This design comes from an exercise in tuning for small area and a short achievable clock period on the open sky130 flow, not from production work.
At most, simulation tests tie the RTL to the original design; equivalence was not proved.
The RTL of runs 5 to 8 was laid out without a check of its function.

--- design.v ---
module thresholding(
    input wire clk, reset, enable,
    input wire signed [11 : 0] sig,
    output wire signed [11 : 0] y,
    output reg done,
    output reg [11 : 0] id
    );
localparam W = 13;
function lt_const11(input [10 : 0] a, input [10 : 0] k);
    integer i;
    reg r;
    begin
        r = 1'b0;
        for (i = 0; i < 11; i = i + 1)
            r = k[i] ? (~a[i] | r) : (~a[i] & r);
        lt_const11 = r;
    end
endfunction
function le_const16(input [15 : 0] a, input [15 : 0] k);
    integer i;
    reg r;
    begin
        r = 1'b1;
        for (i = 0; i < 16; i = i + 1)
            r = k[i] ? (~a[i] | r) : (~a[i] & r);
        le_const16 = r;
    end
endfunction
function [11 : 0] add_const12(input [11 : 0] a, input [11 : 0] k);
    integer i, j, m;
    reg c, t;
    begin
        for (i = 0; i < 12; i = i + 1) begin
            c = 1'b0;
            for (j = 0; j < i; j = j + 1) begin
                if (k[j]) begin
                    t = 1'b1;
                    for (m = i - 1; m > j; m = m - 1)
                        if (!k[m]) t = t & a[m];
                    t = t & a[j];
                    c = c | t;
                end
            end
            add_const12[i] = a[i] ^ k[i] ^ c;
        end
    end
endfunction
reg [11 : 0] dn [0 : W - 1];          
reg [16 : 0] nl;                      
reg [11 : 0] x13;                     
reg first;                            
reg [5 : 0] grp;                      
wire idle = ~id[11] & (&id[10 : 0]);
wire working = ~idle;
reg [11 : 0] id_inc;
reg id_c;
integer k;
always @* begin
    id_c = 1'b1;
    for (k = 0; k < 12; k = k + 1) begin
        id_inc[k] = id[k] ^ id_c;
        id_c = id_c & id[k];
    end
end
wire [11 : 0] x = add_const12(sig, 12'd3138);                
wire wrapx = sig[11] & lt_const11(sig[10 : 0], 11'd958);      
wire [11 : 0] spl = {~sig[11], sig[10 : 0]};                  
wire [16 : 0] n = nl + {{5{x13[11]}}, x13} + {{5{dn[0][11]}}, dn[0]} + 17'd1;    
wire f0 = ~n[16] | le_const16(n[15 : 0], 16'd25366);          
wire fw = ~n[16] & ~((&n[15 : 8]) & ~le_const16({8'd0, n[7 : 0]}, 16'd90));    
wire late = ~id[11] & ((|id[10 : 4]) | (id[3] & id[2]));
wire valid = ~first | late;
wire [11 : 0] x12 = (valid & ~reset) ? ~dn[W - 1] : 12'd0;
function [33 : 0] csa(input [11 : 0] sl, input [16 : 0] nn, input f);
    reg [16 : 0] r0, r2, r3, s1, l2b, s2, c2;
    reg [17 : 0] c1;
    begin
        r0 = {5'd0, sl};
        r2 = {3'd0, sl, 2'b00};
        r3 = {2'd0, sl, f, 2'b00};            
        s1 = r0 ^ r2 ^ r3;
        c1 = {(r0 & r2) | (r0 & r3) | (r2 & r3), 1'b0};
        l2b = {c1[16 : 3], f, f, f};          
        s2 = s1 ^ l2b ^ nn;
        c2 = {(s1[15 : 0] & l2b[15 : 0]) | (s1[15 : 0] & nn[15 : 0]) | (l2b[15 : 0] & nn[15 : 0]), 1'b0};
        csa = {s2, c2};
    end
endfunction
function [1 : 0] grp4(input [3 : 0] g, input [3 : 0] p);
    begin
        grp4[1] = g[3] | (p[3] & (g[2] | (p[2] & (g[1] | (p[1] & g[0])))));
        grp4[0] = &p;
    end
endfunction
function low_grp(input [7 : 0] a, input [7 : 0] b, input cin);
    reg [7 : 0] g, p;
    reg [1 : 0] q0, q1;
    begin
        g = a & b;
        p = a ^ b;
        q0 = grp4({g[3 : 1], g[0] | (p[0] & cin)}, p[3 : 0]);
        q1 = grp4(g[7 : 4], p[7 : 4]);
        low_grp = q1[1] | (q1[0] & q0[1]);
    end
endfunction
function [2 : 0] top_grp(input [4 : 0] a, input [4 : 0] b, input [4 : 0] k);
    reg [4 : 0] ta, tb;
    reg [1 : 0] q;
    begin
        ta = a ^ b ^ k;
        tb = {(a[3 : 0] & b[3 : 0]) | (a[3 : 0] & k[3 : 0]) | (b[3 : 0] & k[3 : 0]), 1'b0};
        q = grp4(ta[3 : 0] & tb[3 : 0], ta[3 : 0] ^ tb[3 : 0]);
        top_grp = {ta[4] ^ tb[4], q};
    end
endfunction
wire [33 : 0] cs0 = csa(spl, n, 1'b0);
wire [33 : 0] cs1 = csa(spl, n, 1'b1);
wire [16 : 0] s2 = cs0[33 : 17];
wire [16 : 0] c2 = cs0[16 : 0];
wire lo0 = low_grp(cs0[24 : 17], cs0[7 : 0], 1'b0);
wire lo1 = low_grp(cs1[24 : 17], cs1[7 : 0], 1'b1);
wire [1 : 0] mid = grp4(s2[11 : 8] & c2[11 : 8], s2[11 : 8] ^ c2[11 : 8]);
wire [2 : 0] top0 = top_grp(s2[16 : 12], c2[16 : 12], 5'd0);
wire [2 : 0] top1 = top_grp(s2[16 : 12], c2[16 : 12], 5'd13);
wire [2 : 0] top2 = top_grp(s2[16 : 12], c2[16 : 12], 5'd26);
wire [2 : 0] top = (wrapx & fw) ? top2 : (wrapx | fw) ? top1 : top0;
wire lo = f0 ? lo1 : lo0;
wire c16 = grp[4] | (grp[3] & (grp[2] | (grp[1] & grp[0])));
wire [11 : 0] y_c0 = grp[5] ? 12'd0 : ~dn[0];
wire [11 : 0] y_c1 = grp[5] ? ~dn[0] : 12'd0;
assign y = c16 ? y_c1 : y_c0;
integer j;
always @(posedge clk) begin
    if (working) begin
        for (j = 1; j < W; j = j + 1)
            dn[j] <= dn[j - 1];
    end
    if (reset)
        dn[0] <= 12'hfff;
    else if (working)
        dn[0] <= ~x;
    if (reset | working)
        x13 <= x12;
    if (reset) begin
        nl <= 17'd90902;
        first <= 1'b1;
        done <= 1'b0;
        id <= 12'd2047;
    end else begin
        done <= working;
        if (working) begin
            id <= id_inc;
            nl <= n;
            if (late)
                first <= 1'b0;
        end else begin
            id <= {enable, 11'h7ff};
        end
    end
    grp <= {top, mid, lo};
end
endmodule
--- flow/run.sh ---
#!/bin/bash
set -euo pipefail
bash standard.sh "BUFFER_PORTS_ARGS=-buffer_cell sky130_fd_sc_hd__buf_2" SETUP_SLACK_MARGIN=9.5 finish > standard.log 2>&1
--- standard.sh ---
#!/bin/bash
# synth_recipe.tcl (not shown) runs the flow's synth.tcl, then flattens the netlist and writes it again
# the make line also repeats each setting of config.mk as NAME=value (left out here)
make -C /OpenROAD-flow-scripts/flow DESIGN_CONFIG=/design/flow/config.mk WORK_HOME=/design/flow/orfs CLKGATE_MAP_FILE= SYNTH_SCRIPT=/design/flow/synth_recipe.tcl "${@:-finish}"
--- config.mk ---
export PLATFORM = sky130hd
export DESIGN_NAME = thresholding
export DESIGN_NICKNAME = thresholding
export VERILOG_FILES = /design/flow/design.v
export SDC_FILE = /design/flow/constraint.sdc
export NUM_CORES = 4
export LEC_CHECK = 0
export CAP_MARGIN = 20
export CORE_MARGIN = 2
export CORE_UTILIZATION = 40
export CTS_BUF_LIST = sky130_fd_sc_hd__clkbuf_8
export CTS_CLUSTER_DIAMETER = 60
export CTS_CLUSTER_SIZE = 20
export SLEW_MARGIN = 20
--- constraint.sdc ---
create_clock -name core_clock -period 14.0 [get_ports {clk}]
set_input_delay 2.8000 -clock core_clock [delete_from_list [all_inputs] [get_ports {clk}]]
set_output_delay 2.8000 -clock core_clock [all_outputs]
set_load 0.01 [all_outputs]
==> results.sh, run 1 <==
export IMPL_run_status="timing/DRC/antenna clean"
export IMPL_synth_flop_cell="edfxtp_1"
export IMPL_holdBufCountCts=0
export IMPL_die_h_um=159.4
export IMPL_hold_viol_final=0
export IMPL_slew_headroom=0.3827
export IMPL_numPortBuffers=39
export IMPL_cts_tree="done"
export IMPL_final_nets=896
export IMPL_synth_nets=845
export IMPL_synth_avg_cell_area_um2=13.42
export IMPL_critPathArrivalTime_ps=1830
export IMPL_grt_start_max_net_pins=108
export IMPL_stdcell_count=1102
export IMPL_clock_latency_ps=530
export IMPL_routed_wl_mm=17.94
export IMPL_required_ps=11200
export IMPL_path_clk_slew_ps=110
export IMPL_synth_top_cells_by_count="edfxtp_1, ha_1, inv_1, nor2_1, dfxtp_1"
export IMPL_rsz0062_at_grt="yes"
export IMPL_period_minus_slack_ps=4625
export IMPL_drc=0
export IMPL_grtUsageTotal=0.1432
export IMPL_crit_end="y[6]"
export IMPL_crit_path_start="grp[0]"
export IMPL_rows=56
export IMPL_tns_ps=0
export IMPL_wl_per_cell_um=16.28
export IMPL_slew_viol_final=0
export IMPL_critPathMaxFanout=4
export IMPL_grt_overflow_total=0
export IMPL_worst_setup_path_type="flop to output pin"
export IMPL_clock_sinks=205
export IMPL_yosysMostFrequentCell="edfxtp_1"
export IMPL_core_um2=23610
export IMPL_dp_cells=1062
export IMPL_synth_top_area_share=0.4847
export IMPL_start_kind="flop"
export IMPL_synth_area_leaders="edfxtp_1, dfxtp_1, ha_1"
export IMPL_vias=5557
export IMPL_skew_ps=28.12
export IMPL_r2r_cells=14
export IMPL_synth_edf_count=156
export IMPL_synth_cells=720
export IMPL_clock_path_buffers=3
export IMPL_ys_ff_latch=205
export IMPL_grt_pass1_wl_mm=29.78
export IMPL_place_gp_congestion=0.8961
export IMPL_ys_seq_area_frac=0.5861
export IMPL_post_route_period_util=0.3304
export IMPL_grt_pass1_vias=5731
export IMPL_syn2layout_area_growth_pct=12.60
export IMPL_yosys_area_top_type="edfxtp_1"
export IMPL_async_reset_ff_frac=0
export IMPL_cts_buffers=18
export IMPL_max_freq_mhz=216.2
export IMPL_drt_iter0_drc=318
export IMPL_r2r_start="dn[0][2]"
export IMPL_hpwlAfterDp_mm=12.18
export IMPL_pin_count=40
export IMPL_final_setup_viol_count=0
export IMPL_clockRootBuffer="clkbuf_8"
export IMPL_synth_warning_count=2
export IMPL_synth_cell_type_count=68
export IMPL_critPathCaptureType="output pin"
export IMPL_drive_gt1_frac=0.1673
export IMPL_start_util=0.4093
export IMPL_rrSetupSlack_ps=9730
export IMPL_max_cap_violations=0
export IMPL_antenna_found_initial=0
export IMPL_firstDrtPassIters=4
export IMPL_n_antenna_cell=0
export IMPL_via_per_inst=5.043
export IMPL_holdPathStages=0
export IMPL_htreeDepth=1
export IMPL_dieArea_um2=25420
export IMPL_die_w_um=159.4
export IMPL_worst_pin_slew_ps=926.0
export IMPL_synth_area_um2=9666
export IMPL_reg2reg_to="grp[4]"
export IMPL_drtAntennaViolNets=0
export IMPL_hold_path_class="flop to flop"
==> cells in the final DEF, fill, tap and decap left out, types with 4 or more instances in the layout <==
| cell | n |
|---|---|
| a211o_1 | 11 |
| a211oi_1 | 4 |
| a21o_1 | 16 |
| a21oi_1 | 29 |
| and2_1 | 5 |
| buf_2 | 32 |
| buf_4 | 12 |
| buf_6 | 5 |
| clkbuf_8 | 19 |
| dfxtp_1 | 47 |
| edfxtp_1 | 156 |
| fa_1 | 33 |
| ha_1 | 65 |
| ha_4 | 8 |
| inv_1 | 57 |
| inv_2 | 4 |
| mux2i_1 | 5 |
| nand2_1 | 43 |
| nand2b_1 | 10 |
| nand3_1 | 9 |
| nand3b_1 | 5 |
| nand4_1 | 4 |
| nor2_1 | 56 |
| nor2b_1 | 5 |
| nor3_1 | 6 |
| o211ai_1 | 4 |
| o21a_1 | 4 |
| o21ai_0 | 11 |
| o21ai_1 | 5 |
| or3_1 | 14 |
| xnor2_1 | 10 |
| xor2_1 | 9 |
==> cell families after synthesis <==
kind of cell,Yosys count,share of synthesized area
AOI/OAI and AO/OA,117,0.09023
xor gates and xnor gates,23,0.02162
muxes,6,0.006731
buffers and inverters,79,0.03197
and+or+nand+nor,180,0.09294
DFF,205,0.5861
adders and majority gates,110,0.1704
==> metal layers <==
metal	up-vias	share of wire	routed length [µm]	GRT usage
met3	23	0.034	615	0.02058
met4	0	0.019	333	0.03512
met5	-	0	0	0
met2	98	0.48	8570	0.2458
met1	2758	0.47	8424	0.1923
li1	2678	-	-	-
==> timing repair <==
item / CTS / global route
pin swaps: 3 / 12
setup endpoints to repair: 12 / 15
setup buffers: 2 / 5
resized for setup: 8 / 24
hold endpoints to repair: 0 / 0
cloned: 1 / 0
==> layout make-up <==
cell class / instances / area [µm²]
sequential: 205 / 5668
fill: 2132 / 12730
timing repair buffer: 50 / 321.6
inverter: 60 / 237.7
multi-input combinational: 436 / 3857
clock buffer: 19 / 261.5
clock inverter: 13 / 137.6
tap: 319 / 399.1
==> state kept, by name, summed over array words and instances (netlist names) <==
name / count
done: 1
id: 12
grp: 6
dn: 156
first: 1
nl: 17
x13: 12
==> critical path, cell delays in order, from the launching register on <==
cell and delay (ps):
dfxtp_2 340, a21o_1 160, a21oi_2 180, xnor2_2 150, buf_4 170, buf_6 130
nor2_1 50, buf_2 140
==> worst min-delay path by stage <==
| stage | from | endpoint | slack [ps] |
|---|---|---|---|
| 6_report | dn[8][7] | dn[9][7] | 410 |
| 5_1_grt | dn[11][8] | dn[12][8] | 420 |
| 4_1_cts | dn[11][8] | dn[12][8] | 400 |
| 3_5_place_dp | id[0] | id[0] | 400 |
| 3_3_place_gp | id[0] | id[0] | 380 |
| 2_1_floorplan | dn[9][0] | dn[10][0] | 400 |
==> metrics by stage <==
stage	util	instance area, µm²	setup slack [ps]	hold WS (ps)
after CTS	0.4572	10800	9349	403.7
after global routing	0.4609	10880	9274	418.2
after floorplan	-	9811	9258	400.3
after global placement	0.4383	10350	9019	384.7
final	0.4609	10880	9375	408.5
after detailed placement	0.4383	10350	8955	404.0
==> run 2, diff against run 1 <==
==> flow/run.sh (replaced) <==
#!/bin/bash
set -euo pipefail
bash standard.sh "BUFFER_PORTS_ARGS=-buffer_cell sky130_fd_sc_hd__buf_2" SETUP_SLACK_MARGIN=9.1 finish > standard.log 2>&1
==> results.sh, run 2 <==
export IMPL_synth_avg_cell_area_um2=13.42
export IMPL_via_per_inst=4.938
export IMPL_grt_start_max_net_pins=70
export IMPL_start_kind="flop"
export IMPL_cts_tree="done"
export IMPL_skew_ps=22.26
export IMPL_tns_ps=0
export IMPL_hold_viol_final=0
export IMPL_synth_nets=845
export IMPL_critPathBufInv=2
export IMPL_cts_buffers=18
export IMPL_clockRootBuffer="clkbuf_8"
export IMPL_firstDrtPassIters=4
export IMPL_synth_top_area_share=0.4847
export IMPL_rows=56
export IMPL_clock_latency_ps=520
export IMPL_drtAntennaViolNets=0
export IMPL_cp_cell_sequence="a21o_1 > a21oi_1 > xnor2_2 > buf_4 > nor2_1 > buf_2"
export IMPL_core_um2=23610
export IMPL_final_common_cell="edfxtp_1"
export IMPL_syn2layout_area_growth_pct=9.760
export IMPL_final_nets=889
export IMPL_drive_gt1_frac=0.1211
export IMPL_synth_flop_cell="edfxtp_1"
export IMPL_slew_headroom=0.4846
export IMPL_wl_per_cell_um=15.41
export IMPL_drc=0
export IMPL_slew_viol_final=0
export IMPL_htreeDepth=1
export IMPL_reg2reg_to="grp[3]"
export IMPL_die_w_um=159.4
export IMPL_start_util=0.4093
export IMPL_synth_edf_count=156
export IMPL_pin_count=40
export IMPL_period_minus_slack_ps=4751
export IMPL_required_ps=11200
export IMPL_critPathMaxFanout=10
export IMPL_grt_pass1_vias=5270
export IMPL_hpwlAfterDp_mm=11.83
export IMPL_dieArea_um2=25420
export IMPL_post_cts_buffers=0
export IMPL_crit_family="buffers and inverters"
export IMPL_run_status="timing/DRC/antenna clean"
export IMPL_synth_area_um2=9666
export IMPL_synth_cells=720
export IMPL_ys_seq_area_frac=0.5861
export IMPL_max_cap_violations=0
export IMPL_synth_cell_type_count=68
export IMPL_grtUsageTotal=0.1363
export IMPL_place_gp_congestion=0.8147
export IMPL_numPortBuffers=39
export IMPL_synth_area_leaders="edfxtp_1, dfxtp_1, ha_1"
export IMPL_top_regs="dn: 156 flops, nl: 17 flops"
export IMPL_rrSetupSlack_ps=9430
export IMPL_routed_wl_mm=16.88
export IMPL_post_route_period_util=0.3393
export IMPL_grt_overflow_total=0
export IMPL_largest_reg_flops=156
export IMPL_cts_resized=1
export IMPL_holdPathStages=0
export IMPL_hold_slack_ps=405.0
export IMPL_ys_ff_latch=205
export IMPL_worst_pin_slew_ps=773.0
export IMPL_synth_warning_count=2
export IMPL_grt_pass1_wl_mm=27.95
export IMPL_cp_slowest_stage_delay_ps=310
export IMPL_n_antenna_cell=0
export IMPL_die_h_um=159.4
export IMPL_critPathArrivalTime_ps=1950
export IMPL_rsz0062_at_grt="no"
export IMPL_holdBufCountCts=0
export IMPL_fillers=2177
export IMPL_async_reset_ff_frac=0
export IMPL_yosysMostFrequentCell="edfxtp_1"
export IMPL_hp_start="dn[3][0]"
export IMPL_path_clk_slew_ps=110
export IMPL_hold_path_class="flop to flop"
export IMPL_yosys_area_top_type="edfxtp_1"
export IMPL_synth_top_cells_by_count="edfxtp_1, ha_1, inv_1, nor2_1, dfxtp_1"
export IMPL_cp_slowest_cell="dfxtp_1"
export IMPL_worst_setup_path_type="flop to output pin"
export IMPL_clock_path_buffers=3
export IMPL_regMostFlops="dn"
export IMPL_r2r_cells=14
export IMPL_max_freq_mhz=210.5
export IMPL_final_cell_mix="edfxtp_1, ha_1, inv_1, nor2_1, dfxtp_1"
export IMPL_critPathCaptureType="output pin"
export IMPL_hold_end="dn[4][0]"
export IMPL_vias=5407
export IMPL_r2r_start="x13[11]"
export IMPL_antenna_found_initial=0
export IMPL_final_setup_viol_count=0
export IMPL_clock_sinks=205
export IMPL_drt_iter0_drc=368
-- run 2: changes by cell type in the layout (fill, tap and decap cells not counted), moves of 4 or more --
cell	delta
ha_1	+9
inv_1	+9
buf_4	-8
ha_4	-8
buf_2	+7
buf_6	-5
inv_12	+4
inv_2	-4
-- run 2: worst max-delay path by stage --
stage / to / start / slack [ps] / cells after the start
floorplan: grp[0] / sig[0] / 9180 / 10
global placement: grp[0] / sig[0] / 8950 / 11
detailed placement: grp[4] / sig[10] / 8900 / 12
CTS: y[2] / grp[1] / 9180 / 6
global route: y[1] / grp[1] / 9110 / 6
finish: y[2] / grp[1] / 9250 / 6
-- run 2: cell type report --
| type | instances | area (µm²) | share of cell area |
|---|---|---|---|
| timing repair buffer | 43 | 225.2 | 0.02123 |
| clock buffer | 19 | 261.5 | 0.02465 |
| inverter | 60 | 230.2 | 0.02170 |
| multi-input combinational | 436 | 3700 | 0.3487 |
| sequential | 205 | 5665 | 0.5340 |
| clock inverter | 13 | 127.6 | 0.01203 |
| tap | 319 | 399.1 | 0.03762 |
-- run 2: logic make-up (layout without fill, tap and decap cells) --
group                    count (synthesis)  in the layout  synth area share
AO/OA/AOI/OAI                          117            117           0.09023
flip-flops                             205            205            0.5861
adder cells (fa/ha/maj)                110            110            0.1704
multiplexers                             6              6          0.006731
AND/OR/NAND/NOR                        180            180           0.09294
buffers and inverters                   79            135           0.03197
XOR/XNOR                                23             23           0.02162
-- run 2: metrics by stage --
step                instances  area (µm²)  setup slack (ps)  utilization
floorplan                 720        9667              9183            -
global placement         1063       10210              8945       0.4325
detailed placement       1063       10210              8902       0.4325
CTS                      1095       10610              9182       0.4493
global route             1095       10610              9115       0.4493
finish                   1095       10610              9249       0.4493
-- run 2: metal layers --
layer / vias up / part of all wire / GRT usage
li1: 2666 / - / -
met1: 2650 / 0.48 / 0.1970
met2: 69 / 0.46 / 0.2156
met3: 22 / 0.038 / 0.02370
met4: 0 / 0.018 / 0.03140
met5: - / 0 / 0
==> run 3, diff against run 2 <==
==> flow/run.sh (replaced) <==
#!/bin/bash
set -euo pipefail
bash standard.sh "BUFFER_PORTS_ARGS=-buffer_cell sky130_fd_sc_hd__buf_2" SETUP_SLACK_MARGIN=9.3 finish > standard.log 2>&1
==> results.sh, run 3 <==
export IMPL_holdBufCountCts=0
export IMPL_synth_area_leaders="edfxtp_1, dfxtp_1, ha_1"
export IMPL_place_gp_congestion=0.8315
export IMPL_dr_wl_met3_um=501
export IMPL_fin_util=0.4525
export IMPL_synth_xor_area_frac=0.02162
export IMPL_final_nets=894
export IMPL_cts_tree="done"
export IMPL_design_area_um2=10690
export IMPL_clock_sinks=205
export IMPL_synth_mux_area_frac=0.006731
export IMPL_worst_setup_path_type="flop to output pin"
export IMPL_cts_buffers=17
export IMPL_start_util=0.4093
export IMPL_skew_ps=37.96
export IMPL_antenna_found_initial=0
export IMPL_top_layer="met4"
export IMPL_synth_simple_area_share=0.09294
export IMPL_path_clk_slew_ps=120
export IMPL_vias=5410
export IMPL_drt_iter0_drc=326
export IMPL_synth_top_area_share=0.4847
export IMPL_stdcell_count=1099
export IMPL_drc=0
export IMPL_synth_compound_area_frac=0.09023
export IMPL_n_antenna_cell=0
export IMPL_final_common_cell="edfxtp_1"
export IMPL_core_um2=23610
export IMPL_place_area_um2=10230
export IMPL_synth_top_family_by_area="adder cells"
export IMPL_cp_slowest_stage_delay_ps=310
export IMPL_met1Wirelength_mm=8.588
export IMPL_yosys_area_top_type="edfxtp_1"
export IMPL_drtAntennaViolNets=0
export IMPL_required_ps=11200
export IMPL_synth_avg_cell_area_um2=13.42
export IMPL_rsz0062_at_grt="yes"
export IMPL_pin_count=40
export IMPL_synth_warning_count=2
export IMPL_synth_cell_type_count=68
export IMPL_synth_nets=845
export IMPL_post_route_period_util=0.3293
export IMPL_hpwlAfterDp_mm=11.81
export IMPL_wl_per_cell_um=15.90
export IMPL_dr_wl_met2_mm=8.056
export IMPL_grt_overflow_total=0
export IMPL_grtUsageTotal=0.1387
export IMPL_regMostFlops="dn"
export IMPL_final_cell_mix="edfxtp_1, ha_1, inv_1, nor2_1, dfxtp_1"
export IMPL_slew_viol_final=0
export IMPL_via_per_inst=4.923
export IMPL_grt_pass1_vias=5299
export IMPL_max_cap_violations=0
export IMPL_synth_area_um2=9666
export IMPL_firstDrtPassIters=5
export IMPL_async_reset_ff_frac=0
export IMPL_r2r_start="x13[11]"
export IMPL_die_h_um=159.4
export IMPL_drive_gt1_frac=0.1436
export IMPL_synthAdderAreaFrac=0.1704
export IMPL_tns_ps=0
export IMPL_ys_ff_latch=205
export IMPL_top_regs="dn: 156 flops, nl: 17 flops"
export IMPL_syn2layout_area_growth_pct=10.55
export IMPL_htreeDepth=1
export IMPL_largest_reg_flops=156
export IMPL_critPathCaptureType="output pin"
export IMPL_synth_cells=720
export IMPL_synth_top_cells_by_count="edfxtp_1, ha_1, inv_1, nor2_1, dfxtp_1"
export IMPL_hold_viol_final=0
export IMPL_final_setup_viol_count=0
export IMPL_hp_start="id[0]"
export IMPL_period_minus_slack_ps=4610
export IMPL_cp_cell_sequence="a21o_1 > a21oi_2 > xnor2_2 > buf_4 > buf_8 > nor2_1 > buf_2"
export IMPL_worst_pin_slew_ps=913.0
export IMPL_cp_slowest_cell="dfxtp_1"
export IMPL_synth_flop_cell="edfxtp_1"
export IMPL_clock_path_buffers=3
export IMPL_grt_start_max_net_pins=104
export IMPL_dp_cells=1062
export IMPL_run_status="timing/DRC/antenna clean"
export IMPL_yosysMostFrequentCell="edfxtp_1"
export IMPL_ys_seq_area_frac=0.5861
export IMPL_numPortBuffers=39
export IMPL_routed_wl_mm=17.47
export IMPL_crit_path_start="grp[1]"
export IMPL_clockRootBuffer="clkbuf_8"
export IMPL_synth_edf_count=156
export IMPL_start_kind="flop"
export IMPL_grt_pass1_wl_mm=28.41
export IMPL_rows=56
export IMPL_hold_path_class="flop to flop"
export IMPL_max_freq_mhz=216.9
export IMPL_critPathArrivalTime_ps=1810
export IMPL_die_w_um=159.4
export IMPL_slew_headroom=0.3913
export IMPL_clock_latency_ps=520
export IMPL_critPathMaxFanout=5
export IMPL_dieArea_um2=25420
## run 3: final timing paths
kind,endpoint,slack [ps],cells after the start
setup reg to reg,grp[3],9560,14
hold / removal,id[0],410,1
setup / recovery,y[6],9390,7
hold reg to reg,id[0],410,1
## run 3: kinds of logic after synthesis
kind of cell	count (synthesis)
flip-flops	205
AND/OR/NAND/NOR	180
AO/OA/AOI/OAI	117
adder cells (fa/ha/maj)	110
buffers and inverters	79
XOR/XNOR	23
multiplexers	6
## run 3: per-layer routing
layer / up-vias / GRT usage
met4: 0 / 0.02810
met3: 23 / 0.01954
li1: 2668 / -
met2: 70 / 0.2243
met5: - / 0
met1: 2649 / 0.2007
## run 3: critical path, delay by kind of cell, from the launching register on
| family | cells | cell delay [ps] |
|---|---|---|
| AOI/OAI and AO/OA | 2 | 350 |
| DFF | 1 | 310 |
| and+or+nand+nor | 1 | 50 |
| xor gates and xnor gates | 1 | 120 |
| buffers and inverters | 3 | 460 |
## run 3: what timing repair did
action	4_1_cts	5_1_grt
gates resized for setup	7	8
setup buffers	2	4
pin swaps	1	1
setup endpoints to repair	10	10
gates cloned	1	0
## run 3: area by class of cell
class / count / area [µm²]
Clock buffer: 17 / 234.0
Clock inverter: 13 / 115.1
Fill cell: 2207 / 12930
Inverter: 60 / 230.2
Multi-Input combinational cell: 436 / 3756
Sequential cell: 205 / 5665
Tap cell: 319 / 399.1
Timing Repair Buffer: 49 / 285.3
## run 3: through the flow
step | worst slack, ps | hold WS, ps
global placement | 9010 | 388.4
finish | 9390 | 411.6
floorplan | 9258 | 400.3
detailed placement | 8955 | 386.3
CTS | 9301 | 415.2
global route | 9268 | 432.7
==> run 4, diff against run 3 <==
--- a/config.mk
+++ b/config.mk
@@ -8,7 +8,8 @@
 export CAP_MARGIN = 20
 export CORE_MARGIN = 2
-export CORE_UTILIZATION = 40
+export CORE_UTILIZATION = 60
 export CTS_BUF_LIST = sky130_fd_sc_hd__clkbuf_8
 export CTS_CLUSTER_DIAMETER = 60
 export CTS_CLUSTER_SIZE = 20
+export PLACE_DENSITY = 0.75
 export SLEW_MARGIN = 20
==> results.sh, run 4 <==
export IMPL_ys_seq_area_frac=0.5861
export IMPL_synth_avg_cell_area_um2=13.42
export IMPL_cp_slowest_stage_delay_ps=310
export IMPL_clock_latency_ps=510
export IMPL_clock_sinks=205
export IMPL_post_route_period_util=0.3304
export IMPL_required_ps=11200
export IMPL_routed_wl_mm=17.30
export IMPL_synth_warning_count=2
export IMPL_die_w_um=130.9
export IMPL_die_h_um=130.9
export IMPL_drc=0
export IMPL_core_um2=15830
export IMPL_skew_ps=22.24
export IMPL_largest_reg_flops=156
export IMPL_hpwlAfterDp_mm=11.81
export IMPL_final_nets=888
export IMPL_final_setup_viol_count=0
export IMPL_drtAntennaViolNets=0
export IMPL_run_status="timing/DRC/antenna clean"
export IMPL_start_kind="flop"
export IMPL_max_freq_mhz=216.2
export IMPL_syn2layout_area_growth_pct=8.479
export IMPL_grt_pass1_vias=5522
export IMPL_design_area_um2=10490
export IMPL_clock_path_buffers=3
export IMPL_regMostFlops="dn"
export IMPL_yosys_area_top_type="edfxtp_1"
export IMPL_via_per_inst=5.567
export IMPL_place_gp_congestion=0.9493
export IMPL_synth_edf_count=156
export IMPL_pin_count=40
export IMPL_critPathCaptureType="output pin"
export IMPL_ys_ff_latch=205
export IMPL_synth_top_cells_by_count="edfxtp_1, ha_1, inv_1, nor2_1, dfxtp_1"
export IMPL_n_antenna_cell=0
export IMPL_synth_top_area_share=0.4847
export IMPL_synth_cells=720
export IMPL_holdBufCountCts=0
export IMPL_seq_area_um2=5665
export IMPL_worst_pin_slew_ps=834.3
export IMPL_tns_ps=0
export IMPL_critPathArrivalTime_ps=1830
export IMPL_period_minus_slack_ps=4626
export IMPL_rows=46
export IMPL_start_util=0.6107
export IMPL_place_area_um2=10100
export IMPL_multi_input_area_um2=3750
export IMPL_clockRootBuffer="clkbuf_8"
export IMPL_critPathMaxFanout=5
export IMPL_async_reset_ff_frac=0
export IMPL_cp_slowest_cell="dfxtp_1"
export IMPL_grt_pass1_wl_mm=27.52
export IMPL_antenna_found_initial=0
export IMPL_synth_nets=845
export IMPL_rsz0062_at_grt="yes"
export IMPL_synth_area_um2=9666
export IMPL_grtUsageTotal=0.2088
export IMPL_drive_gt1_frac=0.1268
export IMPL_synth_cell_type_count=68
export IMPL_firstDrtPassIters=4
export IMPL_grt_overflow_total=0
export IMPL_wl_per_cell_um=17.49
export IMPL_fin_ws_ps=9374
export IMPL_worst_setup_path_type="flop to output pin"
export IMPL_final_cell_mix="edfxtp_1, ha_1, inv_1, nor2_1, dfxtp_1"
export IMPL_max_cap_violations=0
export IMPL_cp_cell_sequence="a21o_1 > a21oi_4 > xnor2_4 > buf_6 > nor2_1 > buf_2"
export IMPL_slew_viol_final=0
export IMPL_vias=5506
export IMPL_top_regs="dn: 156 flops, nl: 17 flops"
export IMPL_yosysMostFrequentCell="edfxtp_1"
export IMPL_cts_tree="done"
export IMPL_slew_headroom=0.4438
export IMPL_pre_cts_ws_ps=8968
export IMPL_grt_start_max_net_pins=99
export IMPL_hold_path_class="flop to flop"
export IMPL_synth_flop_cell="edfxtp_1"
export IMPL_final_common_cell="edfxtp_1"
export IMPL_numPortBuffers=39
export IMPL_drt_iter0_drc=267
export IMPL_synth_area_leaders="edfxtp_1, dfxtp_1, ha_1"
export IMPL_fillers=1182
export IMPL_htreeDepth=1
export IMPL_path_clk_slew_ps=100
export IMPL_hold_viol_final=0
export IMPL_cts_buffers=16
export IMPL_dieArea_um2=17140
## run 4: cell count changes in the layout (fill, tap and decap cells not counted), sizes merged
| cell | previous run | this run |
|---|---|---|
| buf | 49 | 44 |
| inv | 71 | 69 |
| clkinvlp | 1 | 0 |
| clkinv | 1 | 2 |
## run 4: worst paths after layout
check                               start  endpoint  slack (ps)  cells past startpoint
worst max-delay path               grp[1]     y[11]        9370                      6
worst min-delay path                id[0]     id[0]         410                      1
worst max register to register  dn[0][11]    grp[3]        9560                     14
worst min register to register      id[0]     id[0]         410                      1
## run 4: area by class of cell
class,count,area share
clock buffer,17,0.02231
multi-input combinational,436,0.3576
clock inverter,11,0.009069
timing repair buffer,44,0.02291
sequential,205,0.5403
tap,216,0.02578
inverter,60,0.02196
## run 4: repair_timing
item	in CTS	in global routing
gates resized for setup	3	5
gates cloned	0	1
setup endpoints to repair	9	9
setup buffers	0	1
## run 4: layer usage
| metal | up-vias | wire length, µm | global-route usage | part of all wire |
|---|---|---|---|---|
| met2 | 112 | 8222 | 0.3434 | 0.48 |
| met3 | 37 | 699 | 0.03420 | 0.040 |
| met5 | - | 0 | 0 | 0 |
| met4 | 0 | 505 | 0.06758 | 0.029 |
| li1 | 2657 | - | - | - |
| met1 | 2700 | 7874 | 0.2876 | 0.46 |
## run 4: stage by stage
| stage | std cells | util | hold slack [ps] |
|---|---|---|---|
| 2_1_floorplan | 720 | - | 400.3 |
| 3_3_place_gp | 959 | 0.6383 | 381.4 |
| 3_5_place_dp | 959 | 0.6383 | 390.5 |
| 4_1_cts | 987 | 0.6601 | 415.1 |
| 5_1_grt | 989 | 0.6625 | 430.0 |
| 6_report | 989 | 0.6625 | 407.4 |
## run 4: logic make-up (layout without fill, tap and decap cells)
| kind of cell | count (synthesis) | after routing | share of synthesized area |
|---|---|---|---|
| buffers and inverters | 79 | 132 | 0.03197 |
| adders and majority gates | 110 | 110 | 0.1704 |
| AOI/OAI and AO/OA | 117 | 117 | 0.09023 |
| DFF | 205 | 205 | 0.5861 |
| muxes | 6 | 6 | 0.006731 |
| and+or+nand+nor | 180 | 180 | 0.09294 |
| xor gates and xnor gates | 23 | 23 | 0.02162 |
## run 4: worst max-delay path, delay by kind of cell (launching register included)
family | cells | cell delay [ps]
DFF | 1 | 310
buffers and inverters | 2 | 350
AOI/OAI and AO/OA | 2 | 410
xor gates and xnor gates | 1 | 210
and+or+nand+nor | 1 | 40
==> run 5, diff against run 4 <==
--- a/design.v
+++ b/design.v
@@ -48,5 +48,5 @@
 reg [11 : 0] dn [0 : W - 1];          
 reg [16 : 0] nl;                      
-reg [11 : 0] x13;                     
+reg [11 : 0] x13b;                    
 reg first;                            
 reg [5 : 0] grp;                      
@@ -66,10 +66,10 @@
 wire wrapx = sig[11] & lt_const11(sig[10 : 0], 11'd958);      
 wire [11 : 0] spl = {~sig[11], sig[10 : 0]};                  
-wire [16 : 0] n = nl + {{5{x13[11]}}, x13} + {{5{dn[0][11]}}, dn[0]} + 17'd1;    
+wire [16 : 0] n = nl + {5'd0, x13b} + {5'd0, ~dn[0][11], dn[0][10 : 0]} + 17'h1f001;
 wire f0 = ~n[16] | le_const16(n[15 : 0], 16'd25366);          
 wire fw = ~n[16] & ~((&n[15 : 8]) & ~le_const16({8'd0, n[7 : 0]}, 16'd90));    
 wire late = ~id[11] & ((|id[10 : 4]) | (id[3] & id[2]));
 wire valid = ~first | late;
-wire [11 : 0] x12 = (valid & ~reset) ? ~dn[W - 1] : 12'd0;
+wire [11 : 0] x12b = (valid & ~reset) ? {dn[W - 1][11], ~dn[W - 1][10 : 0]} : 12'h800;
 function [33 : 0] csa(input [11 : 0] sl, input [16 : 0] nn, input f);
     reg [16 : 0] r0, r2, r3, s1, l2b, s2, c2;
@@ -141,5 +141,5 @@
         dn[0] <= ~x;
     if (reset | working)
-        x13 <= x12;
+        x13b <= x12b;
     if (reset) begin
         nl <= 17'd90902;
--- a/config.mk
+++ b/config.mk
@@ -8,8 +8,7 @@
 export CAP_MARGIN = 20
 export CORE_MARGIN = 2
-export CORE_UTILIZATION = 60
+export CORE_UTILIZATION = 40
 export CTS_BUF_LIST = sky130_fd_sc_hd__clkbuf_8
-export CTS_CLUSTER_DIAMETER = 60
-export CTS_CLUSTER_SIZE = 20
-export PLACE_DENSITY = 0.75
+export CTS_CLUSTER_DIAMETER = 55
+export CTS_CLUSTER_SIZE = 18
 export SLEW_MARGIN = 20
==> results.sh, run 5 <==
export IMPL_run_status="timing/DRC/antenna clean"
export IMPL_dieArea_um2=24940
export IMPL_hpwlAfterDp_mm=11.86
export IMPL_final_cell_mix="edfxtp_1, ha_1, inv_1, nor2_1, nand2_1"
export IMPL_synth_warning_count=2
export IMPL_clock_path_buffers=3
export IMPL_pin_count=40
export IMPL_regMostFlops="dn"
export IMPL_via_per_inst=4.965
export IMPL_ys_ff_latch=205
export IMPL_final_common_cell="edfxtp_1"
export IMPL_slew_headroom=0.3462
export IMPL_final_nets=892
export IMPL_reg2reg_to="grp[4]"
export IMPL_crit_path_start="sig[1]"
export IMPL_drive_gt1_frac=0.1215
export IMPL_grt_pass1_wl_mm=27.95
export IMPL_cts_buffers=19
export IMPL_required_ps=14410
export IMPL_clock_latency_ps=530
export IMPL_tns_ps=0
export IMPL_fin_util=0.4505
export IMPL_vias=5467
export IMPL_r2r_cells=15
export IMPL_synth_area_um2=9477
export IMPL_final_setup_viol_count=0
export IMPL_grtUsageTotal=0.1435
export IMPL_hold_viol_final=0
export IMPL_cts_tree="done"
export IMPL_max_cap_violations=0
export IMPL_grt_overflow_total=0
export IMPL_largest_reg_flops=156
export IMPL_async_reset_ff_frac=0
export IMPL_wl_per_cell_um=15.77
export IMPL_hold_path_class="flop to flop"
export IMPL_yosysMostFrequentCell="edfxtp_1"
export IMPL_worst_setup_path_type="input pin to flop"
export IMPL_path_clk_slew_ps=100
export IMPL_worst_pin_slew_ps=980.7
export IMPL_max_freq_mhz=207.6
export IMPL_synth_cells=726
export IMPL_critPathMaxFanout=6
export IMPL_die_w_um=157.9
export IMPL_r2r_start="x13b[7]"
export IMPL_critPathArrivalTime_ps=5230
export IMPL_synth_flop_cell="edfxtp_1"
export IMPL_slew_viol_final=0
export IMPL_firstDrtPassIters=4
export IMPL_dp_cells=1068
export IMPL_critPathCaptureType="flop"
export IMPL_rows=56
export IMPL_synth_nets=848
export IMPL_drtAntennaViolNets=0
export IMPL_clock_sinks=205
export IMPL_core_um2=23330
export IMPL_skew_ps=28.91
export IMPL_synth_edf_count=156
export IMPL_stdcell_count=1101
export IMPL_rrSetupSlack_ps=9570
export IMPL_syn2layout_area_growth_pct=10.92
export IMPL_antenna_found_initial=0
export IMPL_synth_top_area_share=0.4943
export IMPL_place_gp_congestion=0.8425
export IMPL_hold_slack_ps=407.3
export IMPL_start_util=0.4062
export IMPL_grt_start_max_net_pins=114
export IMPL_crit_end="grp[0]"
export IMPL_n_antenna_cell=0
export IMPL_die_h_um=157.9
export IMPL_routed_wl_mm=17.37
export IMPL_clockRootBuffer="clkbuf_8"
export IMPL_drc=0
export IMPL_start_kind="input pin"
export IMPL_drt_iter0_drc=252
export IMPL_numPortBuffers=39
export IMPL_holdBufCountCts=0
export IMPL_synth_cell_type_count=64
export IMPL_synth_area_leaders="edfxtp_1, dfxtp_1, ha_1"
export IMPL_yosys_area_top_type="edfxtp_1"
export IMPL_synth_top_cells_by_count="edfxtp_1, ha_1, inv_1, nor2_1, nand2_1"
export IMPL_ys_seq_area_frac=0.5978
export IMPL_post_cts_buffers=0
export IMPL_grt_pass1_vias=5292
export IMPL_htreeDepth=1
export IMPL_fillers=2136
export IMPL_period_minus_slack_ps=4817
export IMPL_synth_avg_cell_area_um2=13.05
export IMPL_rsz0062_at_grt="yes"
export IMPL_top_regs="dn: 156 flops, nl: 17 flops"
export IMPL_post_route_period_util=0.3441
run 5: cell count changes after synthesis, sizes merged, moves of 4 or more:
cell | previous run | this run
a211o | 11 | 0
a21o | 16 | 5
a21oi | 32 | 27
a41o | 0 | 4
fa | 36 | 31
inv | 60 | 65
nand2 | 43 | 53
nand3b | 5 | 1
o211ai | 4 | 17
o21ai | 19 | 26
run 5: layer usage:
layer | routed length (µm) | track usage | part of all wire
met5 | 0 | 0 | 0
met4 | 352 | 0.03680 | 0.020
met3 | 562 | 0.02409 | 0.032
met2 | 7826 | 0.2257 | 0.45
met1 | 8626 | 0.2069 | 0.50
run 5: worst max-delay path, stage by stage:
cell and delay (ps):
buf_4 140, fa_2 600, fa_1 390, ha_1 300, a21oi_2 140, nor2b_1 60
o21ai_1 110, or4b_1 440, a41o_1 240
run 5: layout make-up:
| class | instances | area [µm²] | area share |
|---|---|---|---|
| flip-flops and latches | 205 | 5665 | 0.5390 |
| multi-input cells | 436 | 3572 | 0.3398 |
| well taps | 319 | 399.1 | 0.03797 |
| clock buffers | 19 | 261.5 | 0.02488 |
| inverters | 65 | 249.0 | 0.02369 |
| repair buffers | 43 | 236.5 | 0.02250 |
| clock inverters | 14 | 127.6 | 0.01214 |
run 5: worst min path at each step:
stage                   start        end  slack [ps]  cells after the start
finish                  id[0]      id[0]         410                      1
detailed placement      id[0]      id[0]         390                      1
global placement        id[0]      id[0]         390                      1
CTS                  dn[1][0]   dn[2][0]         410                      0
floorplan            dn[9][0]  dn[10][0]         400                      0
global route        dn[11][3]  dn[12][3]         420                      0
run 5: cells by family after synthesis:
| group | share of synthesized area |
|---|---|
| buffers and inverters | 0.03459 |
| xor gates and xnor gates | 0.01848 |
| muxes | 0.003169 |
| and+or+nand+nor | 0.09427 |
| DFF | 0.5978 |
| adders and majority gates | 0.1658 |
| AOI/OAI and AO/OA | 0.08582 |
run 5: through the flow:
| step | cell area [µm²] | worst slack (ps) |
|---|---|---|
| 2_1_floorplan | 9558 | 8953 |
| 3_3_place_gp | 10100 | 8658 |
| 3_5_place_dp | 10100 | 8643 |
| 4_1_cts | 10490 | 9218 |
| 5_1_grt | 10510 | 9129 |
| 6_report | 10510 | 9183 |
run 5: what timing repair did:
item                       CTS  global route
gates resized for setup      3             6
pin swaps                    4             5
setup endpoints to repair    1             4
==> run 6, diff against run 5 <==
--- a/design.v
+++ b/design.v
@@ -125,6 +125,7 @@
 wire [2 : 0] top2 = top_grp(s2[16 : 12], c2[16 : 12], 5'd26);
 wire [2 : 0] top = (wrapx & fw) ? top2 : (wrapx | fw) ? top1 : top0;
-wire lo = f0 ? lo1 : lo0;
-wire c16 = grp[4] | (grp[3] & (grp[2] | (grp[1] & grp[0])));
+wire h0 = mid[1] | (mid[0] & lo0);
+wire h1 = mid[1] | (mid[0] & lo1);
+wire c16 = grp[4] | (grp[3] & (grp[0] ? grp[2] : grp[1]));
 wire [11 : 0] y_c0 = grp[5] ? 12'd0 : ~dn[0];
 wire [11 : 0] y_c1 = grp[5] ? ~dn[0] : 12'd0;
@@ -158,5 +159,5 @@
         end
     end
-    grp <= {top, mid, lo};
+    grp <= {top, h1, h0, f0};
 end
 endmodule
==> results.sh, run 6 <==
export IMPL_rows=56
export IMPL_hold_viol_final=0
export IMPL_regMostFlops="dn"
export IMPL_max_freq_mhz=212.0
export IMPL_place_gp_congestion=0.8183
export IMPL_die_h_um=158.2
export IMPL_r2r_start="dn[0][0]"
export IMPL_cts_tree="done"
export IMPL_dieArea_um2=25040
export IMPL_core_um2=23400
export IMPL_hpwlAfterDp_mm=12.19
export IMPL_synth_area_um2=9517
export IMPL_synth_cell_type_count=65
export IMPL_place_area_um2=10240
export IMPL_drtAntennaViolNets=0
export IMPL_grt_overflow_total=0
export IMPL_rrSetupSlack_ps=9560
export IMPL_max_cap_violations=0
export IMPL_wl_per_cell_um=16.11
export IMPL_run_status="timing/DRC/antenna clean"
export IMPL_design_area_um2=11010
export IMPL_vias=5570
export IMPL_synth_edf_count=156
export IMPL_critPathMaxFanout=8
export IMPL_drc=0
export IMPL_slew_viol_final=0
export IMPL_grt_start_max_net_pins=90
export IMPL_hp_start="dn[1][2]"
export IMPL_drive_gt1_frac=0.1807
export IMPL_r2r_cells=17
export IMPL_synth_cells=715
export IMPL_final_cell_mix="edfxtp_1, ha_1, nand2_1, inv_1, dfxtp_1"
export IMPL_synth_warning_count=2
export IMPL_ys_ff_latch=205
export IMPL_htreeDepth=1
export IMPL_largest_reg_flops=156
export IMPL_drt_iter0_drc=254
export IMPL_cts_buffers=23
export IMPL_n_antenna_cell=0
export IMPL_hold_end="dn[2][2]"
export IMPL_final_common_cell="edfxtp_1"
export IMPL_top_regs="dn: 156 flops, nl: 17 flops"
export IMPL_final_nets=891
export IMPL_ys_seq_area_frac=0.5953
export IMPL_async_reset_ff_frac=0
export IMPL_critPathArrivalTime_ps=1920
export IMPL_slew_headroom=0.4887
export IMPL_yosysMostFrequentCell="edfxtp_1"
export IMPL_period_minus_slack_ps=4716
export IMPL_synth_nets=837
export IMPL_skew_ps=33.13
export IMPL_start_util=0.4067
export IMPL_post_route_period_util=0.3369
export IMPL_die_w_um=158.2
export IMPL_antenna_found_initial=0
export IMPL_clock_latency_ps=560
export IMPL_pin_count=40
export IMPL_grt_pass1_vias=5431
export IMPL_via_per_inst=5.041
export IMPL_clock_path_buffers=3
export IMPL_required_ps=11200
export IMPL_synth_top_area_share=0.4922
export IMPL_tns_ps=0
export IMPL_syn2layout_area_growth_pct=15.74
export IMPL_numPortBuffers=39
export IMPL_path_clk_slew_ps=110
export IMPL_synth_flop_cell="edfxtp_1"
export IMPL_reg2reg_to="grp[4]"
export IMPL_worst_pin_slew_ps=765.6
export IMPL_start_kind="flop"
export IMPL_clock_sinks=205
export IMPL_clockRootBuffer="clkbuf_8"
export IMPL_grt_pass1_wl_mm=28.55
export IMPL_worst_setup_path_type="flop to output pin"
export IMPL_rsz0062_at_grt="yes"
export IMPL_synth_area_leaders="edfxtp_1, dfxtp_1, ha_1"
export IMPL_firstDrtPassIters=6
export IMPL_holdPathStages=0
export IMPL_final_setup_viol_count=0
export IMPL_synth_avg_cell_area_um2=13.31
export IMPL_routed_wl_mm=17.80
export IMPL_yosys_area_top_type="edfxtp_1"
export IMPL_critPathCaptureType="output pin"
export IMPL_hold_path_class="flop to flop"
export IMPL_grtUsageTotal=0.1455
export IMPL_synth_top_cells_by_count="edfxtp_1, ha_1, nand2_1, inv_1, dfxtp_1"
==> run 6: worst max path at each step <==
stage / from / slack [ps] / endpoint
floorplan: sig[3] / 9040 / grp[2]
global placement: sig[3] / 8800 / grp[2]
detailed placement: sig[3] / 8760 / grp[1]
CTS: grp[0] / 9240 / y[11]
global route: grp[0] / 9190 / y[10]
finish: grp[0] / 9280 / y[11]
==> run 6: stage by stage <==
stage | cells | utilization | setup WS [ps] | hold slack, ps
6_report | 1105 | 0.4706 | 9284 | 411.9
5_1_grt | 1105 | 0.4706 | 9185 | 417.4
4_1_cts | 1101 | 0.4664 | 9244 | 417.5
3_5_place_dp | 1058 | 0.4374 | 8765 | 399.6
3_3_place_gp | 1058 | 0.4374 | 8796 | 381.1
2_1_floorplan | 715 | - | 9044 | 400.3
==> run 6: area by class of cell <==
class | count | area, µm²
Clock buffer | 23 | 316.6
Clock inverter | 19 | 232.7
Fill cell | 2128 | 12390
Inverter | 62 | 241.5
Multi-Input combinational cell | 429 | 3807
Sequential cell | 205 | 5667
Tap cell | 319 | 399.1
Timing Repair Buffer | 48 | 350.3
==> run 6: logic make-up (layout without fill, tap and decap cells) <==
family | Yosys count | in the layout | synth area share
adders and majority gates | 107 | 107 | 0.1659
muxes | 7 | 7 | 0.007757
buffers and inverters | 81 | 152 | 0.03274
and+or+nand+nor | 181 | 181 | 0.09414
xor gates and xnor gates | 21 | 21 | 0.01933
DFF | 205 | 205 | 0.5953
AOI/OAI and AO/OA | 113 | 113 | 0.08480
==> run 6: repair_timing <==
action                     4_1_cts  5_1_grt
gates resized for setup         25       17
pin swaps                        2        9
hold buffers                     0        0
setup endpoints to repair       12       14
buffers inserted                 1        3
==> run 6: metal layers <==
| layer | part of all wire | global-route usage |
|---|---|---|
| met5 | 0 | 0 |
| met3 | 0.030 | 0.02546 |
| met2 | 0.48 | 0.2375 |
| met1 | 0.46 | 0.1980 |
| met4 | 0.027 | 0.04762 |
==> run 6: worst max-delay path, stage by stage (launching register included) <==
cell	delay (ps)
dfxtp_2	330
mux2_4	300
a21oi_4	180
xnor2_4	190
buf_12	190
nor2_1	40
buf_2	140
==> run 7, diff against run 6 <==
--- a/config.mk
+++ b/config.mk
@@ -8,7 +8,8 @@
 export CAP_MARGIN = 20
 export CORE_MARGIN = 2
-export CORE_UTILIZATION = 40
+export CORE_UTILIZATION = 60
 export CTS_BUF_LIST = sky130_fd_sc_hd__clkbuf_8
-export CTS_CLUSTER_DIAMETER = 55
-export CTS_CLUSTER_SIZE = 18
+export CTS_CLUSTER_DIAMETER = 60
+export CTS_CLUSTER_SIZE = 20
+export PLACE_DENSITY = 0.75
 export SLEW_MARGIN = 20
==> results.sh, run 7 <==
export IMPL_dieArea_um2=16880
export IMPL_numPortBuffers=39
export IMPL_reg2reg_to="grp[4]"
export IMPL_synth_area_um2=9517
export IMPL_worst_setup_path_type="flop to output pin"
export IMPL_fillers=1143
export IMPL_yosysMostFrequentCell="edfxtp_1"
export IMPL_hold_path_class="flop to flop"
export IMPL_synth_top_area_share=0.4922
export IMPL_drive_gt1_frac=0.1604
export IMPL_routed_wl_mm=17.18
export IMPL_final_setup_viol_count=0
export IMPL_clock_sinks=205
export IMPL_synth_top_cells_by_count="edfxtp_1, ha_1, nand2_1, inv_1, dfxtp_1"
export IMPL_dr_wl_met3_um=669
export IMPL_final_cell_mix="edfxtp_1, ha_1, nand2_1, inv_1, dfxtp_1"
export IMPL_clockRootBuffer="clkbuf_8"
export IMPL_wl_per_cell_um=17.37
export IMPL_tns_ps=0
export IMPL_slew_viol_final=0
export IMPL_holdBufCountCts=0
export IMPL_hold_viol_final=0
export IMPL_grt_pass1_vias=5458
export IMPL_top_regs="dn: 156 flops, nl: 17 flops"
export IMPL_vias=5560
export IMPL_worst_pin_slew_ps=804.8
export IMPL_hp_start="id[0]"
export IMPL_antenna_found_initial=0
export IMPL_place_gp_congestion=0.8388
export IMPL_synth_nets=837
export IMPL_rsz0062_at_grt="yes"
export IMPL_synth_cell_type_count=65
export IMPL_fin_util=0.6767
export IMPL_rrSetupSlack_ps=9510
export IMPL_htreeDepth=1
export IMPL_period_minus_slack_ps=4741
export IMPL_syn2layout_area_growth_pct=11.73
export IMPL_max_cap_violations=0
export IMPL_drtAntennaViolNets=0
export IMPL_cts_tree="done"
export IMPL_synth_edf_count=156
export IMPL_final_nets=886
export IMPL_r2r_cells=18
export IMPL_pin_count=40
export IMPL_clock_latency_ps=510
export IMPL_max_freq_mhz=210.9
export IMPL_largest_reg_flops=156
export IMPL_start_util=0.6057
export IMPL_synth_avg_cell_area_um2=13.31
export IMPL_die_h_um=129.9
export IMPL_die_w_um=129.9
export IMPL_critPathCaptureType="output pin"
export IMPL_ys_seq_area_frac=0.5953
export IMPL_clock_path_buffers=3
export IMPL_grt_overflow_total=0
export IMPL_grtUsageTotal=0.2093
export IMPL_seq_area_um2=5667
export IMPL_holdPathStages=1
export IMPL_grt_start_max_net_pins=93
export IMPL_cts_buffers=16
export IMPL_via_per_inst=5.622
export IMPL_slew_headroom=0.4635
export IMPL_required_ps=11200
export IMPL_start_kind="flop"
export IMPL_run_status="timing/DRC/antenna clean"
export IMPL_path_clk_slew_ps=100
export IMPL_post_route_period_util=0.3387
export IMPL_ys_ff_latch=205
export IMPL_regMostFlops="dn"
export IMPL_critPathMaxFanout=5
export IMPL_synth_area_leaders="edfxtp_1, dfxtp_1, ha_1"
export IMPL_dr_wl_met2_mm=8.400
export IMPL_yosys_area_top_type="edfxtp_1"
export IMPL_synth_cells=715
export IMPL_hpwlAfterDp_mm=11.71
export IMPL_skew_ps=22.68
export IMPL_n_antenna_cell=0
export IMPL_rows=46
export IMPL_multi_input_area_um2=3786
export IMPL_firstDrtPassIters=5
export IMPL_drt_iter0_drc=412
export IMPL_final_common_cell="edfxtp_1"
export IMPL_synth_flop_cell="edfxtp_1"
export IMPL_met1Wirelength_mm=7.654
export IMPL_grt_pass1_wl_mm=27.37
export IMPL_synth_warning_count=2
export IMPL_top_layer="met4"
export IMPL_critPathArrivalTime_ps=1940
export IMPL_core_um2=15710
export IMPL_async_reset_ff_frac=0
export IMPL_drc=0
export IMPL_r2r_start="dn[0][0]"
export IMPL_hold_end="id[0]"
[run 7: cell counts after synthesis]
Identical to the previous run, type by type.
[run 7: per-layer routing]
layer  vias up  track usage
met5         -            0
met4         0      0.05819
met3        34      0.03362
met2       100       0.3536
met1      2761       0.2847
li1       2665            -
[run 7: critical path, stage by stage, from the launching register on]
cell     delay (ps)
dfxtp_2         340
mux2_4          310
a21oi_4         200
xnor2_4         200
buf_6           200
nor2_1           50
buf_2           150
[run 7: layout make-up]
cell class	instances	share of cell area
well taps	216	0.02542
multi-input cells	429	0.3561
clock buffers	17	0.02201
repair buffers	50	0.03095
flip-flops and latches	205	0.5329
inverters	62	0.02271
clock inverters	10	0.009885
[run 7: worst max-delay path by stage]
stage | slack (ps) | to | depth (start not counted) | startpoint
final | 9260 | y[3] | 6 | grp[0]
after global routing | 9200 | y[3] | 6 | grp[0]
after CTS | 9240 | y[3] | 6 | grp[0]
after detailed placement | 8640 | grp[2] | 12 | sig[3]
after global placement | 8800 | grp[2] | 12 | sig[3]
after floorplan | 9040 | grp[2] | 11 | sig[3]
[run 7: kinds of logic after synthesis]
kind of cell	share of synthesized area
AO/OA/AOI/OAI	0.08480
flip-flops	0.5953
adder cells (fa/ha/maj)	0.1659
XOR/XNOR	0.01933
buffers and inverters	0.03274
multiplexers	0.007757
AND/OR/NAND/NOR	0.09414
[run 7: per-stage QoR]
stage	cells	worst slack, ps	hold slack [ps]	instance area, µm²
finish	989	9259	410.1	10630
global route	989	9202	431.3	10630
CTS	985	9236	411.5	10540
detailed placement	955	8640	386.4	10110
global placement	955	8801	381.4	10110
floorplan	715	9044	400.3	9687
[run 7: what timing repair did]
action                                  in CTS  in global routing
resized for setup                           21                 12
pin swaps                                   11                 17
cloned                                       1                  0
buffers inserted                             2                  4
endpoints found under the setup margin      14                 14
==> run 8, diff against run 7 <==
--- a/design.v
+++ b/design.v
@@ -125,10 +125,8 @@
 wire [2 : 0] top2 = top_grp(s2[16 : 12], c2[16 : 12], 5'd26);
 wire [2 : 0] top = (wrapx & fw) ? top2 : (wrapx | fw) ? top1 : top0;
-wire h0 = mid[1] | (mid[0] & lo0);
-wire h1 = mid[1] | (mid[0] & lo1);
-wire c16 = grp[4] | (grp[3] & (grp[0] ? grp[2] : grp[1]));
-wire [11 : 0] y_c0 = grp[5] ? 12'd0 : ~dn[0];
-wire [11 : 0] y_c1 = grp[5] ? ~dn[0] : 12'd0;
-assign y = c16 ? y_c1 : y_c0;
+wire lo = f0 ? lo1 : lo0;
+wire c16 = grp[4] | (grp[3] & (grp[2] | (grp[1] & grp[0])));
+wire ysel = ~(grp[5] ^ c16);
+assign y = ysel ? ~dn[0] : 12'd0;
 integer j;
 always @(posedge clk) begin
@@ -159,5 +157,5 @@
         end
     end
-    grp <= {top, h1, h0, f0};
+    grp <= {top, mid, lo};
 end
 endmodule
==> flow/run.sh (replaced) <==
#!/bin/bash
set -euo pipefail
bash standard.sh "BUFFER_PORTS_ARGS=-buffer_cell sky130_fd_sc_hd__buf_1" SETUP_SLACK_MARGIN=9.3 finish > standard.log 2>&1
--- a/config.mk
+++ b/config.mk
@@ -8,8 +8,7 @@
 export CAP_MARGIN = 20
 export CORE_MARGIN = 2
-export CORE_UTILIZATION = 60
+export CORE_UTILIZATION = 40
 export CTS_BUF_LIST = sky130_fd_sc_hd__clkbuf_8
 export CTS_CLUSTER_DIAMETER = 60
 export CTS_CLUSTER_SIZE = 20
-export PLACE_DENSITY = 0.75
 export SLEW_MARGIN = 20
==> results.sh, run 8 <==
export IMPL_drtAntennaViolNets=0
export IMPL_fillers=2181
export IMPL_wl_per_cell_um=15.66
export IMPL_worst_setup_path_type="input pin to flop"
export IMPL_antenna_found_initial=0
export IMPL_synth_top_family_by_area="adder cells"
export IMPL_synth_nets=843
export IMPL_required_ps=14410
export IMPL_drt_iter0_drc=297
export IMPL_vias=5476
export IMPL_htreeDepth=1
export IMPL_synth_top_area_share=0.4877
export IMPL_critPathArrivalTime_ps=4980
export IMPL_yosys_area_top_type="edfxtp_1"
export IMPL_tns_ps=0
export IMPL_pin_count=40
export IMPL_core_um2=23540
export IMPL_synth_area_um2=9605
export IMPL_run_status="timing/DRC/antenna clean"
export IMPL_final_nets=889
export IMPL_numPortBuffers=39
export IMPL_clock_latency_ps=530
export IMPL_regMostFlops="dn"
export IMPL_synth_warning_count=2
export IMPL_synth_top_cells_by_count="edfxtp_1, ha_1, inv_1, nor2_1, dfxtp_1"
export IMPL_hold_viol_final=0
export IMPL_start_util=0.4080
export IMPL_async_reset_ff_frac=0
export IMPL_die_w_um=159.0
export IMPL_syn2layout_area_growth_pct=10.69
export IMPL_drc=0
export IMPL_cts_buffers=18
export IMPL_skew_ps=26.93
export IMPL_synth_edf_count=156
export IMPL_synth_flop_cell="edfxtp_1"
export IMPL_r2r_cells=17
export IMPL_grtUsageTotal=0.1355
export IMPL_final_cell_mix="edfxtp_1, ha_1, inv_1, nor2_1, dfxtp_1"
export IMPL_hpwlAfterDp_mm=12.01
export IMPL_start_kind="input pin"
export IMPL_synth_avg_cell_area_um2=13.32
export IMPL_worst_pin_slew_ps=907.7
export IMPL_synth_area_leaders="edfxtp_1, dfxtp_1, ha_1"
export IMPL_rows=56
export IMPL_clockRootBuffer="clkbuf_8"
export IMPL_post_route_period_util=0.3263
export IMPL_holdBufCountCts=0
export IMPL_holdPathStages=0
export IMPL_critPathCaptureType="flop"
export IMPL_grt_overflow_total=0
export IMPL_period_minus_slack_ps=4568
export IMPL_slew_viol_final=0
export IMPL_synth_cells=721
export IMPL_slew_headroom=0.3949
export IMPL_grt_pass1_wl_mm=27.84
export IMPL_n_antenna_cell=0
export IMPL_drive_gt1_frac=0.1130
export IMPL_rsz0062_at_grt="yes"
export IMPL_final_common_cell="edfxtp_1"
export IMPL_max_cap_violations=0
export IMPL_place_gp_congestion=0.7934
export IMPL_synth_cell_type_count=70
export IMPL_path_clk_slew_ps=120
export IMPL_hold_slack_ps=401.6
export IMPL_synth_compound_area_frac=0.08832
export IMPL_clock_path_buffers=3
export IMPL_grt_start_max_net_pins=92
export IMPL_synth_simple_area_share=0.09874
export IMPL_synth_mux_area_frac=0.008076
export IMPL_max_freq_mhz=218.9
export IMPL_die_h_um=159.0
export IMPL_grt_pass1_vias=5323
export IMPL_critPathMaxFanout=6
export IMPL_via_per_inst=4.987
export IMPL_routed_wl_mm=17.19
export IMPL_synthAdderAreaFrac=0.1636
export IMPL_ys_ff_latch=205
export IMPL_firstDrtPassIters=4
export IMPL_cts_tree="done"
export IMPL_largest_reg_flops=156
export IMPL_final_setup_viol_count=0
export IMPL_dieArea_um2=25270
export IMPL_yosysMostFrequentCell="edfxtp_1"
export IMPL_hold_path_class="flop to flop"
export IMPL_clock_sinks=205
export IMPL_ys_seq_area_frac=0.5898
export IMPL_synth_xor_area_frac=0.01824
export IMPL_top_regs="dn: 156 flops, nl: 17 flops"
## run 8: cell count changes in the layout (fill, tap and decap cells not counted), sizes merged, moves of 4 or more
cell and change:
a211o +10, a21oi +5, buf -16, clkbuf +11, inv +6, nand2 -21
nand2b +8, nand3 -4, nor2 +13, o211ai -8, o21a -4
## run 8: cell families after synthesis
logic type / after synthesis
AO/OA/AOI/OAI: 116
XOR/XNOR: 20
adder cells (fa/ha/maj): 107
buffers and inverters: 82
flip-flops: 205
multiplexers: 7
AND/OR/NAND/NOR: 184
## run 8: layout make-up
class / instances / area (µm²) / area share
Sequential cell: 205 / 5665 / 0.5328
Timing Repair Buffer: 44 / 207.7 / 0.01953
Inverter: 64 / 245.2 / 0.02306
Multi-Input combinational cell: 434 / 3725 / 0.3503
Tap cell: 319 / 399.1 / 0.03754
Clock inverter: 14 / 142.6 / 0.01341
Clock buffer: 18 / 247.7 / 0.02330
## run 8: final timing paths
kind            start       end  slack [ps]
max            sig[9]    grp[3]        9430
min          dn[4][2]  dn[5][2]         400
max reg2reg  dn[0][0]    grp[3]        9680
min reg2reg  dn[4][2]  dn[5][2]         400
## run 8: what timing repair did
action,4_1_cts,5_1_grt
buffers inserted,0,1
pin swaps,1,2
cloned,0,0
setup endpoints to repair,12,11
gates resized for setup,10,10
## run 8: metrics by stage
step,util,setup slack (ps),area (µm²),cells
after floorplan,-,9263,9676,721
after global placement,0.4321,8856,10170,1065
after detailed placement,0.4321,8818,10170,1065
after CTS,0.4505,9301,10610,1097
after global routing,0.4516,9297,10630,1098
final,0.4516,9432,10630,1098
## run 8: worst max-delay path, stage by stage
cell	delay, ps
buf_1	330
fa_2	530
ha_1	180
nand2b_1	150
ha_1	230
ha_1	300
nand4_1	100
mux2i_1	70
mux2_4	290
## run 8: per-layer routing
metal / GRT usage / up-vias / share of wire
li1: - / 2685 / -
met1: 0.1876 / 2682 / 0.47
met2: 0.2279 / 86 / 0.47
met3: 0.01902 / 23 / 0.033
met4: 0.03140 / 0 / 0.019
met5: 0 / - / 0

[afterwards: timing with drivers on the ports]
Ports are ideal in the flow. The routed layouts listed here were re-timed in OpenROAD. Step 1, drivers: a clkbuf_16 drives clk and a buf_2 each remaining input, both assumed. Step 2 moves the port delays by t, midway between the first and last clock arrival at a register: inputs arrive t later, outputs are due t later. That takes back most of the time a late clock gives input paths. a / b / c = no drivers / after step 1 / after step 2; a / b = the first two.
run | shift t [ns] | setup WS [ns] | hold slack, ns | worst setup path at the end | slew at the worst register clock pin (ns)
run 1 | 0.558 | 9.375 / 9.336 / 8.995 | 0.408 / 0.408 / 0.408 | input to register | 0.12 / 0.12
run 2 | 0.555 | 9.249 / 9.211 / 8.884 | 0.405 / 0.405 / 0.405 | input to register | 0.12 / 0.12
run 3 | 0.540 | 9.390 / 9.352 / 8.935 | 0.412 / 0.412 / 0.412 | input to register | 0.12 / 0.12
run 4 | 0.542 | 9.374 / 9.334 / 8.953 | 0.407 / 0.407 / 0.407 | input to register | 0.12 / 0.12
run 5 | 0.555 | 9.183 / 9.204 / 8.649 | 0.407 / 0.407 / 0.407 | input to register | 0.11 / 0.11
run 6 | 0.579 | 9.284 / 9.245 / 8.797 | 0.412 / 0.412 / 0.412 | input to register | 0.11 / 0.11
run 7 | 0.542 | 9.259 / 9.217 / 8.717 | 0.410 / 0.410 / 0.410 | input to register | 0.12 / 0.12
run 8 | 0.555 | 9.432 / 9.439 / 8.884 | 0.402 / 0.402 / 0.402 | input to register | 0.12 / 0.12
After both steps every run listed still meets setup and hold. For run 8, which loses most, drivers alone change the setup slack by +0.007 ns; drivers and shift together by -0.548 ns.
